What follows belongs to an exercise in optimizing a design on an open flow for small area and a short achievable clock period; a production flow would make more cautious choices.
Function was checked by simulation only, so behaviour that the tests miss may differ from the original.
The flow treats the clock pin as an ideal source. Dropping or thinning the clock tree relies on that and would not hold on a real chip.
Power is estimated from default activity; no workload was simulated.

## sierra
// AGU_top
module AGU_top(
    input clk,
    input rst,
    input AGU_enable,
    output logic [$clog2(8192/16)-1:0] MA0_idx,
    output logic [$clog2(8192/16)-1:0] MA1_idx,
    output logic [$clog2(8192/16)-1:0] MA2_idx,
    output logic [$clog2(8192/16)-1:0] MA3_idx,
    output logic [$clog2(8192/16)-1:0] MA4_idx,
    output logic [$clog2(8192/16)-1:0] MA5_idx,
    output logic [$clog2(8192/16)-1:0] MA6_idx,
    output logic [$clog2(8192/16)-1:0] MA7_idx,
    output logic [$clog2(8192/16)-1:0] MA8_idx,
    output logic [$clog2(8192/16)-1:0] MA9_idx,
    output logic [$clog2(8192/16)-1:0] MA10_idx,
    output logic [$clog2(8192/16)-1:0] MA11_idx,
    output logic [$clog2(8192/16)-1:0] MA12_idx,
    output logic [$clog2(8192/16)-1:0] MA13_idx,
    output logic [$clog2(8192/16)-1:0] MA14_idx,
    output logic [$clog2(8192/16)-1:0] MA15_idx,
    output logic [$clog2(16) + 1-1:0] BN0_idx,
    output logic [$clog2(16) + 1-1:0] BN1_idx,
    output logic [$clog2(16) + 1-1:0] BN2_idx,
  ...
Size in the first run: about 230 I/O pins, about 4300 um^2 of cells after synthesis.
Settings: LEC_CHECK=0, CAP_MARGIN=20, CORE_MARGIN=2, CORE_UTILIZATION=40, PLACE_DENSITY=0.85, SLEW_MARGIN=20; clock period 8.0 ns.
standard.sh (not shown) runs the stock make flow with config.mk's settings and CLKGATE_MAP_FILE= SYNTH_SCRIPT=/design/flow/synth_recipe.tcl, a recipe that flattens the netlist after the stock synthesis.
==> flow/flow/run.sh <==
#!/bin/bash
# Standard ORFS layout, with: the smallest buffer (buf_1) on every input and
# output port; one shared tie cell for the constant outputs; and the clock
# distributed by four quadrant buffers (flow/pre_cts.tcl) instead of an H-tree.
set -euo pipefail
export BUFFER_PORTS_ARGS="-buffer_cell sky130_fd_sc_hd__buf_1"
export SKIP_REPAIR_TIE_FANOUT=1
export PRE_CTS_TCL="$(pwd)/flow/pre_cts.tcl"
export ROOT_CLKBUF=${ROOT_CLKBUF:-sky130_fd_sc_hd__clkbuf_16}
export SETUP_SLACK_MARGIN=5.5 CLK_GROUPS=3
bash standard.sh > standard_flow.log 2>&1
==> flow/flow/pre_cts.tcl <==
set cell $::env(ROOT_CLKBUF)
set block [ord::get_db_block]
set clknet [$block findNet clk]
set master [[ord::get_db] findMaster $cell]
set sinks {}
set sx 0
set sy 0
foreach it [$clknet getITerms] {
  set loc [[$it getInst] getLocation]
  lappend sinks [list $it [lindex $loc 0] [lindex $loc 1]]
  set sx [expr {$sx + [lindex $loc 0]}]
  set sy [expr {$sy + [lindex $loc 1]}]
}
set n [llength $sinks]
set cx [expr {$sx / $n}]
set cy [expr {$sy / $n}]
puts "pre_cts: $n clock sinks, centroid $cx $cy"
# Balanced split into CLK_GROUPS groups: with 4, halves by x median and
# then each half by its y median; otherwise equal strips along x.
set ng [expr {[info exists ::env(CLK_GROUPS)] ? $::env(CLK_GROUPS) : 4}]
set byx [lsort -integer -index 1 $sinks]
if {$ng == 4} {
  set h [expr {$n / 2}]
  set halves [list [lrange $byx 0 [expr {$h - 1}]] [lrange $byx $h end]]
  for {set i 0} {$i < 2} {incr i} {
    set byy [lsort -integer -index 2 [lindex $halves $i]]
    set k [expr {[llength $byy] / 2}]
    set grp([expr {2 * $i}]) [lrange $byy 0 [expr {$k - 1}]]
    set grp([expr {2 * $i + 1}]) [lrange $byy $k end]
  }
} else {
  for {set q 0} {$q < 4} {incr q} {
    set lo [expr {$q < $ng ? ($q * $n) / $ng : $n}]
    set hi [expr {$q < $ng ? (($q + 1) * $n) / $ng - 1 : $n - 1}]
    set grp($q) [lrange $byx $lo $hi]
  }
}
for {set q 0} {$q < 4} {incr q} {
  set m [llength $grp($q)]
  if {$m == 0} continue
  set gx 0
  set gy 0
  foreach s $grp($q) {
    lassign $s it x y
    set gx [expr {$gx + $x}]
    set gy [expr {$gy + $y}]
  }
  set buf [odb::dbInst_create $block $master clkbuf_q$q]
  set net [odb::dbNet_create $block clknet_q$q]
  $net setSigType CLOCK
  foreach s $grp($q) {
    set it [lindex $s 0]
    $it disconnect
    $it connect $net
  }
  [$buf findITerm A] connect $clknet
  [$buf findITerm X] connect $net
  $buf setLocation [expr {$gx / $m}] [expr {$gy / $m}]
  $buf setPlacementStatus PLACED
  puts "pre_cts: quadrant $q: $m sinks"
}
rename clock_tree_synthesis orig_clock_tree_synthesis
proc clock_tree_synthesis {args} { puts "clock_tree_synthesis skipped (quadrant buffers inserted)" }

# Flip-flops whose output drives several output-port buffers get a stronger
# drive (same function, dfrtp_1 -> FF_UPSIZE), so the clock-to-output paths
# are not slowed by the shared load.
if {[info exists ::env(FF_UPSIZE)] && $::env(FF_UPSIZE) ne ""} {
  set big [[ord::get_db] findMaster $::env(FF_UPSIZE)]
  set nup 0
  foreach inst [$block getInsts] {
    if {[[$inst getMaster] getName] ne "sky130_fd_sc_hd__dfrtp_1"} continue
    set q [$inst findITerm Q]
    set net [$q getNet]
    if {$net eq "NULL"} continue
    if {[llength [$net getITerms]] - 1 >= $::env(FF_UPSIZE_MIN_FANOUT)} {
      $inst swapMaster $big
      incr nup
    }
  }
  puts "pre_cts: $nup flip-flops upsized to $::env(FF_UPSIZE)"
}
The inputs of yarrow differ from those of sierra as listed below.
diff --git a/flow/flow/run.sh b/flow/flow/run.sh
--- a/flow/flow/run.sh
+++ b/flow/flow/run.sh
@@ -10 +10 @@
-export SETUP_SLACK_MARGIN=5.5 CLK_GROUPS=3
+export SETUP_SLACK_MARGIN=5.5
diff --git a/flow/flow/pre_cts.tcl b/flow/flow/pre_cts.tcl
--- a/flow/flow/pre_cts.tcl
+++ b/flow/flow/pre_cts.tcl
@@ -0,0 +1,5 @@
+# Clock distribution: the design has under 100 flip-flops on a small die, so
+# the clock port drives four buffers (one per quadrant of the flip-flops,
+# each at its group's centroid) and each buffer drives its group's clock
+# pins directly, instead of TritonCTS's two-level H-tree. The clock port
+# feeds only these four buffers. clock_tree_synthesis is then a no-op here.
@@ -18,19 +23,5 @@
-# Balanced split into CLK_GROUPS groups: with 4, halves by x median and
-# then each half by its y median; otherwise equal strips along x.
-set ng [expr {[info exists ::env(CLK_GROUPS)] ? $::env(CLK_GROUPS) : 4}]
-set byx [lsort -integer -index 1 $sinks]
-if {$ng == 4} {
-  set h [expr {$n / 2}]
-  set halves [list [lrange $byx 0 [expr {$h - 1}]] [lrange $byx $h end]]
-  for {set i 0} {$i < 2} {incr i} {
-    set byy [lsort -integer -index 2 [lindex $halves $i]]
-    set k [expr {[llength $byy] / 2}]
-    set grp([expr {2 * $i}]) [lrange $byy 0 [expr {$k - 1}]]
-    set grp([expr {2 * $i + 1}]) [lrange $byy $k end]
-  }
-} else {
-  for {set q 0} {$q < 4} {incr q} {
-    set lo [expr {$q < $ng ? ($q * $n) / $ng : $n}]
-    set hi [expr {$q < $ng ? (($q + 1) * $n) / $ng - 1 : $n - 1}]
-    set grp($q) [lrange $byx $lo $hi]
-  }
+for {set q 0} {$q < 4} {incr q} { set grp($q) {} }
+foreach s $sinks {
+  lassign $s it x y
+  set q [expr {($x >= $cx ? 1 : 0) + ($y >= $cy ? 2 : 0)}]
+  lappend grp($q) $s
diff --git a/flow/config.mk b/flow/config.mk
--- a/flow/config.mk
+++ b/flow/config.mk
@@ -11 +10,0 @@
-export PLACE_DENSITY = 0.85
Register-to-register slack: yarrow lower than sierra. On total global routing track utilization, sierra tracks yarrow almost exactly. Number of non-filler instances in the completed layout went up slightly going from sierra to yarrow. Number of hold-slack violations in the final timing report essentially unchanged between sierra and yarrow. Between yarrow and sierra, the worst setup margin is lower for yarrow. yarrow: combinational power lower than sierra. Total detailed-routing wirelength: yarrow vs sierra up about 1.9%.
### yarrow -> harbor
diff --git a/flow/config.mk b/flow/config.mk
--- a/flow/config.mk
+++ b/flow/config.mk
@@ -7,0 +8 @@
+export ABC_AREA = 1
==> run summary <==
- Summed instance area of the synthesized netlist, harbor vs yarrow: up slightly
- Comparing harbor against yarrow, there is no change at all in total DRC errors in the routed layout.
- Summary: with yarrow as the reference, instance area after placement in harbor moved up slightly.
- [harbor vs yarrow] net count after synthesis: higher in harbor
- Going from yarrow to harbor, weighted congestion at the end of routability-driven global placement rose about 2%, post-route met1 wirelength went up about 3.2%, net total in the final layout went up, total wire length after detailed routing climbed 230 um.
- Re power consumed by sequential cells: yarrow was higher than harbor.
- Compared with yarrow, harbor shows worst setup slack higher by 8.1 ps.
- harbor | stages: all done | timing, DRC, antenna: all pass
- Cell count (lower): yarrow
The following lists how garnet was set up differently from harbor:
diff --git a/flow/flow/run.sh b/flow/flow/run.sh
--- a/flow/flow/run.sh
+++ b/flow/flow/run.sh
@@ -10 +10 @@
-export SETUP_SLACK_MARGIN=5.5
+export SETUP_SLACK_MARGIN=5.6
diff --git a/flow/config.mk b/flow/config.mk
--- a/flow/config.mk
+++ b/flow/config.mk
@@ -8 +7,0 @@
-export ABC_AREA = 1
## What came out
garnet: flow completed, timing, DRC and antenna clean. In the tables for garnet and harbor, finished layout cell area reads higher with garnet. Compared with harbor, garnet shows met3 wire length that has gone down by a little under 10%. garnet and harbor ended up with roughly the same global-route track usage on met3. Diff garnet and harbor: proportion of cell area occupied by multi-input gates lower in harbor.
Setup changes, garnet to pepper
diff --git a/flow/flow/run.sh b/flow/flow/run.sh
--- a/flow/flow/run.sh
+++ b/flow/flow/run.sh
@@ -10 +10 @@
-export SETUP_SLACK_MARGIN=5.6
+export SETUP_SLACK_MARGIN=5.5
diff --git a/flow/config.mk b/flow/config.mk
--- a/flow/config.mk
+++ b/flow/config.mk
@@ -8 +8 @@
-export CAP_MARGIN = 20
+export CAP_MARGIN = 0
@@ -11 +11,2 @@
-export SLEW_MARGIN = 20
+export PLACE_DENSITY = 0.85
+export SLEW_MARGIN = 0
==> run summary <==
- On maximum frequency: between garnet and pepper, it ends up higher for pepper.
- The worst hold slack after final layout reported for pepper is smaller than that of garnet by 31 ps.
- Taking garnet as the reference point, the routed length per placed instance of pepper falls by about 2.5%.
- The total number of vias of pepper was inferior to that of garnet.
- Routed length on met2 was higher in the run labelled pepper.
- Going from garnet to pepper, final weighted congestion of routability-driven global placement shows a reduction of 3.1%, first-iteration DRC count now larger, final critical-path share of the clock period decreased 0.36 points, final standard cell area without fillers went down.
- Switching fraction of total power ended up 0.44 points higher on pepper than on garnet.
- Higher post-layout minimum cycle time among garnet and pepper: garnet
In every run of this note, the design's own scripts or RTL, not TritonCTS, make the clock network.


## v49
Starting RTL as in the previous note.
export LEC_CHECK = 0
export CAP_MARGIN = 20
export CORE_MARGIN = 2
export CORE_UTILIZATION = 40
export PLACE_DENSITY = 0.85
export SLEW_MARGIN = 20
create_clock -name core_clock -period 8.0 [get_ports {clk}]
==> flow/flow/run.sh <==
#!/bin/bash
# Standard ORFS layout, with: the smallest buffer (buf_1) on every input and
# output port; one shared tie cell for the constant outputs; and the clock
# distributed by four quadrant buffers (flow/pre_cts.tcl) instead of an H-tree.
set -euo pipefail
export BUFFER_PORTS_ARGS="-buffer_cell sky130_fd_sc_hd__buf_1"
export SKIP_REPAIR_TIE_FANOUT=1
export PRE_CTS_TCL="$(pwd)/flow/pre_cts.tcl"
export ROOT_CLKBUF=${ROOT_CLKBUF:-sky130_fd_sc_hd__clkbuf_16}
export SETUP_SLACK_MARGIN=5.5
bash standard.sh > standard_flow.log 2>&1
==> flow/flow/pre_cts.tcl <==
# Clock distribution: the design has under 100 flip-flops on a small die, so
# the clock port drives four buffers (one per quadrant of the flip-flops,
# each at its group's centroid) and each buffer drives its group's clock
# pins directly, instead of TritonCTS's two-level H-tree. The clock port
# feeds only these four buffers. clock_tree_synthesis is then a no-op here.
set cell $::env(ROOT_CLKBUF)
set block [ord::get_db_block]
set clknet [$block findNet clk]
set master [[ord::get_db] findMaster $cell]
set sinks {}
set sx 0
set sy 0
foreach it [$clknet getITerms] {
  set loc [[$it getInst] getLocation]
  lappend sinks [list $it [lindex $loc 0] [lindex $loc 1]]
  set sx [expr {$sx + [lindex $loc 0]}]
  set sy [expr {$sy + [lindex $loc 1]}]
}
set n [llength $sinks]
set cx [expr {$sx / $n}]
set cy [expr {$sy / $n}]
puts "pre_cts: $n clock sinks, centroid $cx $cy"
for {set q 0} {$q < 4} {incr q} { set grp($q) {} }
foreach s $sinks {
  lassign $s it x y
  set q [expr {($x >= $cx ? 1 : 0) + ($y >= $cy ? 2 : 0)}]
  lappend grp($q) $s
}
for {set q 0} {$q < 4} {incr q} {
  set m [llength $grp($q)]
  if {$m == 0} continue
  set gx 0
  set gy 0
  foreach s $grp($q) {
    lassign $s it x y
    set gx [expr {$gx + $x}]
    set gy [expr {$gy + $y}]
  }
  set buf [odb::dbInst_create $block $master clkbuf_q$q]
  set net [odb::dbNet_create $block clknet_q$q]
  $net setSigType CLOCK
  foreach s $grp($q) {
    set it [lindex $s 0]
    $it disconnect
    $it connect $net
  }
  [$buf findITerm A] connect $clknet
  [$buf findITerm X] connect $net
  $buf setLocation [expr {$gx / $m}] [expr {$gy / $m}]
  $buf setPlacementStatus PLACED
  puts "pre_cts: quadrant $q: $m sinks"
}
rename clock_tree_synthesis orig_clock_tree_synthesis
proc clock_tree_synthesis {args} { puts "clock_tree_synthesis skipped (quadrant buffers inserted)" }

# Flip-flops whose output drives several output-port buffers get a stronger
# drive (same function, dfrtp_1 -> FF_UPSIZE), so the clock-to-output paths
# are not slowed by the shared load.
if {[info exists ::env(FF_UPSIZE)] && $::env(FF_UPSIZE) ne ""} {
  set big [[ord::get_db] findMaster $::env(FF_UPSIZE)]
  set nup 0
  foreach inst [$block getInsts] {
    if {[[$inst getMaster] getName] ne "sky130_fd_sc_hd__dfrtp_1"} continue
    set q [$inst findITerm Q]
    set net [$q getNet]
    if {$net eq "NULL"} continue
    if {[llength [$net getITerms]] - 1 >= $::env(FF_UPSIZE_MIN_FANOUT)} {
      $inst swapMaster $big
      incr nup
    }
  }
  puts "pre_cts: $nup flip-flops upsized to $::env(FF_UPSIZE)"
}
v49 completed; timing, DRC and antenna clean
The following lists how v55 was set up differently from v49:
# v49
export LEC_CHECK = 0
export CAP_MARGIN = 20
export CORE_MARGIN = 2
export CORE_UTILIZATION = 40
export PLACE_DENSITY = 0.85
export SLEW_MARGIN = 20
create_clock -name core_clock -period 8.0 [get_ports {clk}]
# v55
export LEC_CHECK = 0
export CAP_MARGIN = 20
export CORE_MARGIN = 2
export CORE_UTILIZATION = 40
export PLACE_DENSITY = 0.3
export SLEW_MARGIN = 20
create_clock -name core_clock -period 8.0 [get_ports {clk}]
Findings:
Summary of v55 over v49: number of global-route vias before repair saw an increase; worst hold slack saw an increase.
Relative to v49, endpoint arrival time on the critical path increased by 0.02 ns in v55.
Combinational share of power: v49 vs v55, no meaningful difference
v55 ends up with a detailed route wirelength on metal2 that is 3.6% lower than in v49.
Comparing number of nets in the final layout for v55 and v49, the smaller number came from v49.
Looking only at highest clock frequency the design can meet, and setting everything else aside, the lower value of v55 and v49 goes to v55.
Summary of the comparison: total power is higher in v55, relative to v49.
From v49 to v55 the numbers moved as follows: post-synthesis to final-layout area growth up 0.81 points; register-to-register slack flat.
The following lists how v20 was set up differently from v55:
# v55
export LEC_CHECK = 0
export CAP_MARGIN = 20
export CORE_MARGIN = 2
export CORE_UTILIZATION = 40
export PLACE_DENSITY = 0.3
export SLEW_MARGIN = 20
create_clock -name core_clock -period 8.0 [get_ports {clk}]
# v20
export LEC_CHECK = 0
export CAP_MARGIN = 20
export CORE_MARGIN = 2
export CORE_UTILIZATION = 40
export SLEW_MARGIN = 20
create_clock -name core_clock -period 8.0 [get_ports {clk}]
diff --git a/flow/flow/run.sh b/flow/flow/run.sh
--- a/flow/flow/run.sh
+++ b/flow/flow/run.sh
@@ -10 +10 @@
-export SETUP_SLACK_MARGIN=5.5
+export SETUP_SLACK_MARGIN=5.5 CLK_GROUPS=3
diff --git a/flow/flow/pre_cts.tcl b/flow/flow/pre_cts.tcl
--- a/flow/flow/pre_cts.tcl
+++ b/flow/flow/pre_cts.tcl
@@ -1,5 +0,0 @@
-# Clock distribution: the design has under 100 flip-flops on a small die, so
-# the clock port drives four buffers (one per quadrant of the flip-flops,
-# each at its group's centroid) and each buffer drives its group's clock
-# pins directly, instead of TritonCTS's two-level H-tree. The clock port
-# feeds only these four buffers. clock_tree_synthesis is then a no-op here.
@@ -23,5 +18,19 @@
-for {set q 0} {$q < 4} {incr q} { set grp($q) {} }
-foreach s $sinks {
-  lassign $s it x y
-  set q [expr {($x >= $cx ? 1 : 0) + ($y >= $cy ? 2 : 0)}]
-  lappend grp($q) $s
+# Balanced split into CLK_GROUPS groups: with 4, halves by x median and
+# then each half by its y median; otherwise equal strips along x.
+set ng [expr {[info exists ::env(CLK_GROUPS)] ? $::env(CLK_GROUPS) : 4}]
+set byx [lsort -integer -index 1 $sinks]
+if {$ng == 4} {
+  set h [expr {$n / 2}]
+  set halves [list [lrange $byx 0 [expr {$h - 1}]] [lrange $byx $h end]]
+  for {set i 0} {$i < 2} {incr i} {
+    set byy [lsort -integer -index 2 [lindex $halves $i]]
+    set k [expr {[llength $byy] / 2}]
+    set grp([expr {2 * $i}]) [lrange $byy 0 [expr {$k - 1}]]
+    set grp([expr {2 * $i + 1}]) [lrange $byy $k end]
+  }
+} else {
+  for {set q 0} {$q < 4} {incr q} {
+    set lo [expr {$q < $ng ? ($q * $n) / $ng : $n}]
+    set hi [expr {$q < $ng ? (($q + 1) * $n) / $ng - 1 : $n - 1}]
+    set grp($q) [lrange $byx $lo $hi]
+  }
--- outcome ---
- All of v20 and v55 finish clean.
- Taking v55 as the reference, in v20 fraction of area in registers has increased; setup slack lower.
- Wire length delta (v20 − v55): favourable
Setup changes, v20 to v57
diff --git a/flow/flow/run.sh b/flow/flow/run.sh
--- a/flow/flow/run.sh
+++ b/flow/flow/run.sh
@@ -10 +10 @@
-export SETUP_SLACK_MARGIN=5.5 CLK_GROUPS=3
+export SETUP_SLACK_MARGIN=5.5 CLK_GROUPS=4
Notes after the runs:
In the reports for v57 and v20, the larger fraction of power consumed by combinational cells belongs to v20.
Worst hold slack across v57 and v20: no real change.
Any difference in routed wire length between v20 and v57 is small enough to ignore.
The critical path arrival of v57 and that of v20 are within noise of each other.
#### Input delta (v5 over v57)
diff --git a/flow/flow/run.sh b/flow/flow/run.sh
--- a/flow/flow/run.sh
+++ b/flow/flow/run.sh
@@ -10 +10 @@
-export SETUP_SLACK_MARGIN=5.5 CLK_GROUPS=4
+export SETUP_SLACK_MARGIN=5.3
diff --git a/flow/flow/pre_cts.tcl b/flow/flow/pre_cts.tcl
--- a/flow/flow/pre_cts.tcl
+++ b/flow/flow/pre_cts.tcl
@@ -0,0 +1,5 @@
+# Clock distribution: the design has under 100 flip-flops on a small die, so
+# the clock port drives four buffers (one per quadrant of the flip-flops,
+# each at its group's centroid) and each buffer drives its group's clock
+# pins directly, instead of TritonCTS's two-level H-tree. The clock port
+# feeds only these four buffers. clock_tree_synthesis is then a no-op here.
@@ -18,19 +23,5 @@
-# Balanced split into CLK_GROUPS groups: with 4, halves by x median and
-# then each half by its y median; otherwise equal strips along x.
-set ng [expr {[info exists ::env(CLK_GROUPS)] ? $::env(CLK_GROUPS) : 4}]
-set byx [lsort -integer -index 1 $sinks]
-if {$ng == 4} {
-  set h [expr {$n / 2}]
-  set halves [list [lrange $byx 0 [expr {$h - 1}]] [lrange $byx $h end]]
-  for {set i 0} {$i < 2} {incr i} {
-    set byy [lsort -integer -index 2 [lindex $halves $i]]
-    set k [expr {[llength $byy] / 2}]
-    set grp([expr {2 * $i}]) [lrange $byy 0 [expr {$k - 1}]]
-    set grp([expr {2 * $i + 1}]) [lrange $byy $k end]
-  }
-} else {
-  for {set q 0} {$q < 4} {incr q} {
-    set lo [expr {$q < $ng ? ($q * $n) / $ng : $n}]
-    set hi [expr {$q < $ng ? (($q + 1) * $n) / $ng - 1 : $n - 1}]
-    set grp($q) [lrange $byx $lo $hi]
-  }
+for {set q 0} {$q < 4} {incr q} { set grp($q) {} }
+foreach s $sinks {
+  lassign $s it x y
+  set q [expr {($x >= $cx ? 1 : 0) + ($y >= $cy ? 2 : 0)}]
+  lappend grp($q) $s
--- outcome ---
Going from v57 to v5, synthesized instance count held, first-iteration DRC count up 7.3%, clock power share was more or less identical.
~same fraction of area in registers in v5 and v57
Diff v57..v5 | max-slew violation count | unchanged
Diff v57 -> v5: final critical-path setup slack has decreased, wire length the detailed router placed on met1 neither gained nor lost much.
Status: total power of the final layout parity (v5, v57)
Number of fillers in the final layout delta (v5 -> v57): insignificant
> inputs changed (v5 -> v45)
# v5
export LEC_CHECK = 0
export CAP_MARGIN = 20
export CORE_MARGIN = 2
export CORE_UTILIZATION = 40
export SLEW_MARGIN = 20
create_clock -name core_clock -period 8.0 [get_ports {clk}]
# v45
export LEC_CHECK = 0
export CAP_MARGIN = 20
export CORE_MARGIN = 2
export CORE_UTILIZATION = 40
export PLACE_DENSITY = 0.95
export SLEW_MARGIN = 20
create_clock -name core_clock -period 8.0 [get_ports {clk}]
diff --git a/flow/flow/run.sh b/flow/flow/run.sh
--- a/flow/flow/run.sh
+++ b/flow/flow/run.sh
@@ -10 +10 @@
-export SETUP_SLACK_MARGIN=5.3
+export SETUP_SLACK_MARGIN=5.5
## What came out
Looking at v45 and v5, the final area is a wash. Taking v5 as the reference, in v45 detailed route wirelength on metal2 +3.1%, global-route usage has increased, first-iteration DRC count higher, met3 routed wirelength now sits higher. The post-route fraction of the period consumed by the critical path on v45 is in line with that on v5.
No run of this note takes its clock network from TritonCTS; it comes from the design's own scripts or RTL.

==> port drivers added, routing unchanged <==
How much do the figures lean on ideal ports? The routed layouts below were timed once more, with nothing changed but the port constraints.
Step 1 sets driving cells, clkbuf_16 on the clock port and buf_2 on the other inputs (assumed; they add their load-dependent delay and slew).
Step 2, shift: input delay + t, output delay - t, t = (earliest + latest rising clock arrival at the registers) / 2. This alone moves slack from input paths to output paths.
Slacks: ideal / step 1 / step 2; pairs: ideal / step 1.
run	t, ns	slack for setup (ns)	worst setup path at the end	latest minus earliest clock arrival (ns)
sierra	0.214	5.582 / 5.521 / 5.728	input, reset recovery	0.007 / 0.007
yarrow	0.220	5.568 / 5.493 / 5.601	register to register	0.021 / 0.021
harbor	0.224	5.576 / 5.495 / 5.673	input to register	0.019 / 0.020
garnet	0.220	5.563 / 5.487 / 5.683	input, reset recovery	0.022 / 0.022
pepper	0.218	5.591 / 5.516 / 5.735	register to output	0.024 / 0.023
v49	0.218	5.591 / 5.516 / 5.735	register to output	0.024 / 0.023
v55	0.222	5.570 / 5.490 / 5.658	input, reset recovery	0.010 / 0.009
v20	0.213	5.560 / 5.503 / 5.700	input, reset recovery	0.009 / 0.009
v57	0.218	5.568 / 5.492 / 5.710	register to output	0.006 / 0.007
v5	0.220	5.557 / 5.481 / 5.458	input, reset recovery	0.020 / 0.020
v45	0.213	5.568 / 5.495 / 5.617	register to register	0.013 / 0.013
After both steps every run listed still meets setup and hold. The setup slack of v5, which loses most, moves by -0.076 ns with the drivers and by -0.099 ns with both steps. Setup slack includes reset recovery checks.
